Source: an optimization exercise on an open RTL-to-GDS flow (aim: small area, a short achievable clock period and few clock cycles per item). Production flows keep margins and buffers that such runs may drop.
In this exercise RTL edits were held to simulation tests only and were not proved equivalent to the original.

### flow/run.sh
#!/bin/bash
# synth_recipe.tcl (not shown) runs the flow's synth.tcl, then flattens the netlist and writes it again
# the make line also repeats each setting of config.mk as NAME=value (left out here)
make -C /OpenROAD-flow-scripts/flow DESIGN_CONFIG=/design/flow/config.mk WORK_HOME=/design/flow/orfs CLKGATE_MAP_FILE= SYNTH_SCRIPT=/design/flow/synth_recipe.tcl finish
### flow/config.mk
export PLATFORM = sky130hd
export DESIGN_NAME = cnn_top
export DESIGN_NICKNAME = cnn_top
export VERILOG_FILES = /design/flow/design.v
export SDC_FILE = /design/flow/constraint.sdc
export NUM_CORES = 4
export LEC_CHECK = 0
export CAP_MARGIN = 20
export CORE_MARGIN = 2
export CORE_UTILIZATION = 40
export SLEW_MARGIN = 20
### flow/constraint.sdc
create_clock -name core_clock -period 20.0 [get_ports {clk}]
set_input_delay 4.0000 -clock core_clock [delete_from_list [all_inputs] [get_ports {clk}]]
set_output_delay 4.0000 -clock core_clock [all_outputs]
set_load 0.01 [all_outputs]
### flow/design.v
`timescale 1ns/1ps
module conv_core #(
    parameter DATA_WIDTH  = 16,
    parameter FRAC_BITS   = 8,
    parameter IMG_WIDTH   = 8,
    parameter IMG_HEIGHT  = 8,
    parameter NUM_FILTERS = 4
)(
    input  wire clk,
    input  wire reset,
    input  wire start,
    output reg  done,
    input  wire                  ld_we,
    input  wire [6:0]            ld_addr,
    input  wire [DATA_WIDTH-1:0] ld_data,
    input  wire [5:0]            rd_addr,
    output wire [DATA_WIDTH-1:0] rd_data
);
    localparam IMG_SIZE      = IMG_WIDTH * IMG_HEIGHT;
    localparam OUT_CONV_W    = IMG_WIDTH  - 2;
    localparam OUT_CONV_H    = IMG_HEIGHT - 2;
    localparam OUT_CONV_SIZE = OUT_CONV_W * OUT_CONV_H;
    localparam OUT_POOL_W    = OUT_CONV_W / 2;
    localparam OUT_POOL_H    = OUT_CONV_H / 2;
    localparam OUT_POOL_SIZE = OUT_POOL_W * OUT_POOL_H;
    reg signed [DATA_WIDTH-1:0] in_mem   [0:IMG_SIZE-1];                      
    reg signed [DATA_WIDTH-1:0] w_mem    [0:NUM_FILTERS*9-1];                 
    reg signed [DATA_WIDTH-1:0] conv_mem [0:NUM_FILTERS*OUT_CONV_SIZE-1];     
    reg signed [DATA_WIDTH-1:0] pool_mem [0:NUM_FILTERS*OUT_POOL_SIZE-1];     
    localparam S_IDLE      = 3'd0;
    localparam S_CONV      = 3'd1;
    localparam S_POOL      = 3'd2;
    localparam S_DONE      = 3'd3;
    reg [2:0] state;
    reg [$clog2(IMG_HEIGHT)-1:0] row;
    reg [$clog2(IMG_WIDTH)-1:0]  col;
    reg [$clog2(NUM_FILTERS)-1:0] filter;
    reg [$clog2(OUT_CONV_H)-1:0] prow;
    reg [$clog2(OUT_CONV_W)-1:0] pcol;
    function integer idx_in;
        input integer r;
        input integer c;
        begin
            idx_in = r*IMG_WIDTH + c;
        end
    endfunction
    function integer idx_conv;
        input integer f;
        input integer r;
        input integer c;
        begin
            idx_conv = f*OUT_CONV_SIZE + r*OUT_CONV_W + c;
        end
    endfunction
    function integer idx_pool;
        input integer f;
        input integer r;
        input integer c;
        begin
            idx_pool = f*OUT_POOL_SIZE + r*OUT_POOL_W + c;
        end
    endfunction
    always @(posedge clk) begin
        if (ld_we) begin
            if (ld_addr < IMG_SIZE)
                in_mem[ld_addr] <= ld_data;
            else if (ld_addr < IMG_SIZE + NUM_FILTERS*9)
                w_mem[ld_addr - IMG_SIZE] <= ld_data;
        end
    end
    assign rd_data = pool_mem[rd_addr];
    reg signed [2*DATA_WIDTH-1:0] sum_ext;
    reg signed [DATA_WIDTH-1:0]   acc;
    reg signed [DATA_WIDTH-1:0]   relu_out;
    integer wbase;
    always @* begin
        wbase   = filter * 9;
        sum_ext = 0;
        sum_ext = sum_ext + in_mem[idx_in(row,   col  )] * w_mem[wbase+0];
        sum_ext = sum_ext + in_mem[idx_in(row,   col+1)] * w_mem[wbase+1];
        sum_ext = sum_ext + in_mem[idx_in(row,   col+2)] * w_mem[wbase+2];
        sum_ext = sum_ext + in_mem[idx_in(row+1, col  )] * w_mem[wbase+3];
        sum_ext = sum_ext + in_mem[idx_in(row+1, col+1)] * w_mem[wbase+4];
        sum_ext = sum_ext + in_mem[idx_in(row+1, col+2)] * w_mem[wbase+5];
        sum_ext = sum_ext + in_mem[idx_in(row+2, col  )] * w_mem[wbase+6];
        sum_ext = sum_ext + in_mem[idx_in(row+2, col+1)] * w_mem[wbase+7];
        sum_ext = sum_ext + in_mem[idx_in(row+2, col+2)] * w_mem[wbase+8];
        sum_ext  = sum_ext >>> FRAC_BITS;
        acc      = sum_ext[DATA_WIDTH-1:0];
        relu_out = (acc < 0) ? {DATA_WIDTH{1'b0}} : acc;
    end
    reg signed [DATA_WIDTH-1:0] a00, a01, a10, a11;
    reg signed [DATA_WIDTH-1:0] max0, max1, maxv;
    always @* begin
        a00 = conv_mem[idx_conv(filter, 2*prow,   2*pcol  )];
        a01 = conv_mem[idx_conv(filter, 2*prow,   2*pcol+1)];
        a10 = conv_mem[idx_conv(filter, 2*prow+1, 2*pcol  )];
        a11 = conv_mem[idx_conv(filter, 2*prow+1, 2*pcol+1)];
        max0 = (a00 > a01) ? a00 : a01;
        max1 = (a10 > a11) ? a10 : a11;
        maxv = (max0 > max1) ? max0 : max1;
    end
    always @(posedge clk) begin
        if (state == S_CONV)
            conv_mem[idx_conv(filter, row, col)] <= relu_out;
        if (state == S_POOL)
            pool_mem[idx_pool(filter, prow, pcol)] <= maxv;
    end
    always @(posedge clk) begin
        if (reset) begin
            state  <= S_IDLE;
            done   <= 1'b0;
            row    <= 0;
            col    <= 0;
            filter <= 0;
            prow   <= 0;
            pcol   <= 0;
        end else begin
            done <= 1'b0;
            case (state)
                S_IDLE: begin
                    if (start) begin
                        row    <= 0;
                        col    <= 0;
                        filter <= 0;
                        state  <= S_CONV;
                    end
                end
                S_CONV: begin
                    if (col == OUT_CONV_W-1) begin
                        col <= 0;
                        if (row == OUT_CONV_H-1) begin
                            row <= 0;
                            if (filter == NUM_FILTERS-1) begin
                                filter <= 0;
                                prow   <= 0;
                                pcol   <= 0;
                                state  <= S_POOL;
                            end else begin
                                filter <= filter + 1;
                            end
                        end else begin
                            row <= row + 1;
                        end
                    end else begin
                        col <= col + 1;
                    end
                end
                S_POOL: begin
                    if (pcol == OUT_POOL_W-1) begin
                        pcol <= 0;
                        if (prow == OUT_POOL_H-1) begin
                            prow <= 0;
                            if (filter == NUM_FILTERS-1) begin
                                state <= S_DONE;
                            end else begin
                                filter <= filter + 1;
                            end
                        end else begin
                            prow <= prow + 1;
                        end
                    end else begin
                        pcol <= pcol + 1;
                    end
                end
                S_DONE: begin
                    done  <= 1'b1;
                    state <= S_IDLE;
                end
                default: begin
                    state <= S_IDLE;
                end
            endcase
        end
    end
endmodule
`timescale 1ns/1ps
module cnn_top (
    input  wire        clk,
    input  wire        reset,
    input  wire        start,
    output wire        done,
    input  wire        ld_we,
    input  wire [6:0]  ld_addr,
    input  wire [15:0] ld_data,
    input  wire [5:0]  rd_addr,
    output wire [15:0] rd_data
);
    conv_core #(
        .DATA_WIDTH (16),
        .FRAC_BITS  (8),
        .IMG_WIDTH  (8),
        .IMG_HEIGHT (8),
        .NUM_FILTERS(4)
    ) CORE (
        .clk     (clk),
        .reset   (reset),
        .start   (start),
        .done    (done),
        .ld_we   (ld_we),
        .ld_addr (ld_addr),
        .ld_data (ld_data),
        .rd_addr (rd_addr),
        .rd_data (rd_data)
    );
endmodule
==> impl_metrics.json <==
{
  "outcome": "finished clean",
  "cp_max_fo": 96,
  "final_antenna_net_count": 0,
  "cpMostUsedCell": "fa_1",
  "finalHoldViolations": 0,
  "die_x_um": 848.8,
  "place_congestion": 1.097,
  "worst_slew_pin_slew_ns": 1.388,
  "synth.avg_cell_area_um2": 15.44,
  "synth_mux_area_frac": 0.2529,
  "async_flop_share": 0,
  "postCtsSetupBuffers": 0,
  "yosys_warnings": 1,
  "placed_area_um2": 300000,
  "synth_top_family_by_area": "multiplexers",
  "preCtsSetupSlack_ns": 2.587,
  "final_cell_area_um2": 315600,
  "synth_seq_area_share": 0.4536,
  "synth-compound-area-share": 0.01962,
  "start_util": 0.4010,
  "wl_mm": 1026,
  "cts_buffers": 462,
  "antenna_found_initial": 92,
  "first_global_vias": 177200,
  "synth_cell_types": 78,
  "core-area_um2": 711700,
  "wl_per_cell_um": 36.02,
  "finalWorstSetupSlack_ns": 1.960,
  "maxCapViolations": 0,
  "drc": 0,
  "utilization": 0.4435,
  "clk_latency_ns": 1.17,
  "cp_slowest_cell": "o211ai_1",
  "cts_tree": "done",
  "rows": 310,
  "cts_hold_buf": 0,
  "numClockSinks": 4317,
  "slowest_delay_ns": 1.04,
  "fmaxAchievable_mhz": 55.43,
  "end_kind": "flip-flop",
  "vias": 175900,
  "drt_iter0_drc": 24560,
  "worstSetupPathType": "flip-flop to flip-flop",
  "final_common_cell": "edfxtp_1",
  "syn-cell-area_um2": 285400,
  "portBuffers": 48,
  "synthAdderAreaFrac": 0.1658,
  "synth_nets": 21100,
  "critPathRequiredTime_ns": 20.66,
  "cts_resized": 0,
  "setup_viol": 0,
  "synth_edf_count": 4300,
  "grt_overflow": 0,
  "htree_levels": 5,
  "relSlewSlack": 0.07065,
  "synth-simple-area-share": 0.05246,
  "synth_top_flop_cell": "edfxtp_1",
  "cp_data_arrival_time_ns": 18.70,
  "grt_max_degree": 148,
  "synth-xor-area-share": 0.009621,
  "grt_pass1_wl_mm": 1421,
  "start_kind": "flip-flop",
  "slew_viol_final": 0,
  "dpl.hpwl_mm": 739.7,
  "grt.total_usage": 0.2813,
  "min_period_over_period": 0.9020,
  "clkTransAtPathRegs_ns": 0.08,
  "area_growth_pct": 10.58,
  "skew_ns": 0.2047,
  "hp-class": "flip-flop to flip-flop",
  "die_y_um": 848.8,
  "cts_buffer_depth": 4,
  "pin_count": 50,
  "postSynthCellCount": 18490,
  "final_net_count": 21110,
  "rsz0062_at_grt": "false",
  "mostFrequentLayoutCells": "4300 x edfxtp_1, 2822 x mux4_2, 2210 x inv_1",
  "drive_above_1_share": 0.2563,
  "cts-root-buf": "clkbuf_16",
  "ys_ff_latch": 4317,
  "dieArea_um2": 720400,
  "r2r_slack_ns": 1.96,
  "avgViaCountPerCell": 6.177,
  "min_period_ns": 18.04,
  "first_pass_iters": 9
}
## through the flow
step | hold WS (ns) | TNS, ns | std cells
after floorplan | 0.5096 | -654.73 | 18490
after global placement | 0.5290 | 0 | 27550
final | 0.5776 | 0 | 28480
after CTS | 0.5669 | 0 | 28410
after global routing | 0.5845 | 0 | 28450
after detailed placement | 0.5580 | 0 | 27560
## worst max-delay path: cells and delay by family (launching register included)
kind / cells / cell delay (ns)
xor+xnor: 11 / 2.86
flops: 1 / 0.80
simple gates: 5 / 1.72
fa+ha+maj: 13 / 7.07
mux: 1 / 0.41
buf+inv: 12 / 3.08
compound gates: 2 / 1.28
## synth_stat cells (22+ instances only)
| cell | instances | area (µm²) |
|---|---|---|
| nor2b_1 | 261 | 1633 |
| a211oi_1 | 95 | 713.2 |
| o21ai_0 | 255 | 1276 |
| mux2i_1 | 620 | 6206 |
| a21oi_1 | 245 | 1226 |
| or2_2 | 69 | 431.7 |
| nor3_1 | 36 | 180.2 |
| buf_4 | 41 | 307.8 |
| buf_2 | 172 | 860.8 |
| a21o_1 | 48 | 360.4 |
| inv_1 | 2214 | 8310 |
| nand2b_1 | 227 | 1420 |
| xnor2_1 | 205 | 1795 |
| mux4_2 | 2822 | 63560 |
| a22oi_1 | 59 | 442.9 |
| nand3_1 | 66 | 330.3 |
| ha_1 | 550 | 6882 |
| o21a_1 | 22 | 165.2 |
| fa_1 | 2020 | 40440 |
| clkbuf_1 | 624 | 2342 |
| buf_6 | 30 | 337.8 |
| xor2_1 | 44 | 385.4 |
| nor2_1 | 1207 | 4531 |
| buf_1 | 259 | 972.2 |
| nand2_1 | 1322 | 4962 |
| o21ai_1 | 23 | 115.1 |
| and2_1 | 168 | 1051 |
| edfxtp_1 | 4300 | 129100 |
| mux2_2 | 215 | 2421 |
| o211ai_1 | 62 | 465.5 |
## cell families (layout without fill, tap and decap cells)
| family | Yosys count | after routing |
|---|---|---|
| xor+xnor | 275 | 275 |
| buf+inv | 3345 | 3755 |
| flops | 4317 | 4317 |
| simple gates | 3419 | 3419 |
| compound gates | 908 | 908 |
| mux | 3657 | 3657 |
| fa+ha+maj | 2570 | 2570 |
| other cells | 1 | 64 |
## per-layer routing
metal,wire [µm],vias to the layer above,global-route usage
met4,66700,52,0.1434
met2,452400,10530,0.4225
met1,383900,94580,0.3714
met5,451,-,0.001256
met3,122400,2166,0.08610
li1,-,68610,-
## final cells by class
| cell class | count | area (µm²) |
|---|---|---|
| fill | 62180 | 396100 |
| tap | 9516 | 11910 |
| inverter | 2219 | 8335 |
| clock buffer | 547 | 11880 |
| clock inverter | 310 | 3497 |
| sequential | 4317 | 129500 |
| timing repair buffer | 679 | 5677 |
| multi-input combinational | 10830 | 144700 |
| antenna | 63 | 157.7 |
## flip-flops by register name, summed over array words and instances, names as in the netlist
signal / cells
CORE.filter: 2
CORE.pcol: 3
CORE.w_mem: 576
CORE.col: 3
CORE.conv_mem: 2160
CORE.pool_mem: 540
CORE.row: 3
CORE.done: 1
CORE.prow: 3
CORE.in_mem: 1024
CORE.state: 2
## final timing paths
check | startpoint | to | depth (start not counted)
max | CORE.col[1] | CORE.conv_mem[87][13] | 44
max reg2reg | CORE.col[1] | CORE.conv_mem[87][13] | 44
min reg2reg | CORE.state[0] | CORE.state[0] | 2
min | CORE.state[0] | CORE.state[0] | 2
Testbench counts, summed over its fixed seeds: cycles 36,376, jobs 128.

==> re-timing with driven ports <==
In the flow no input, the clock included, has a driving cell. The finished layout below was timed again as built, in two steps.
Step 1, drivers: a clkbuf_16 drives clk and a buf_2 each remaining input, both assumed.
Step 2, shift: input delay + t, output delay - t, t = (earliest + latest rising clock arrival at the registers) / 2. This alone moves slack from input paths to output paths.
Slacks: ideal / step 1 / step 2; pairs: ideal / step 1.
t, ns: 1.216
setup WS [ns]: 1.960 / 1.960 / 1.960
hold WS [ns]: 0.578 / 0.578 / 0.578
After both steps setup and hold are still met in this run. The setup slack of this run moves by 0.000 ns with the drivers and by 0.000 ns with both steps.
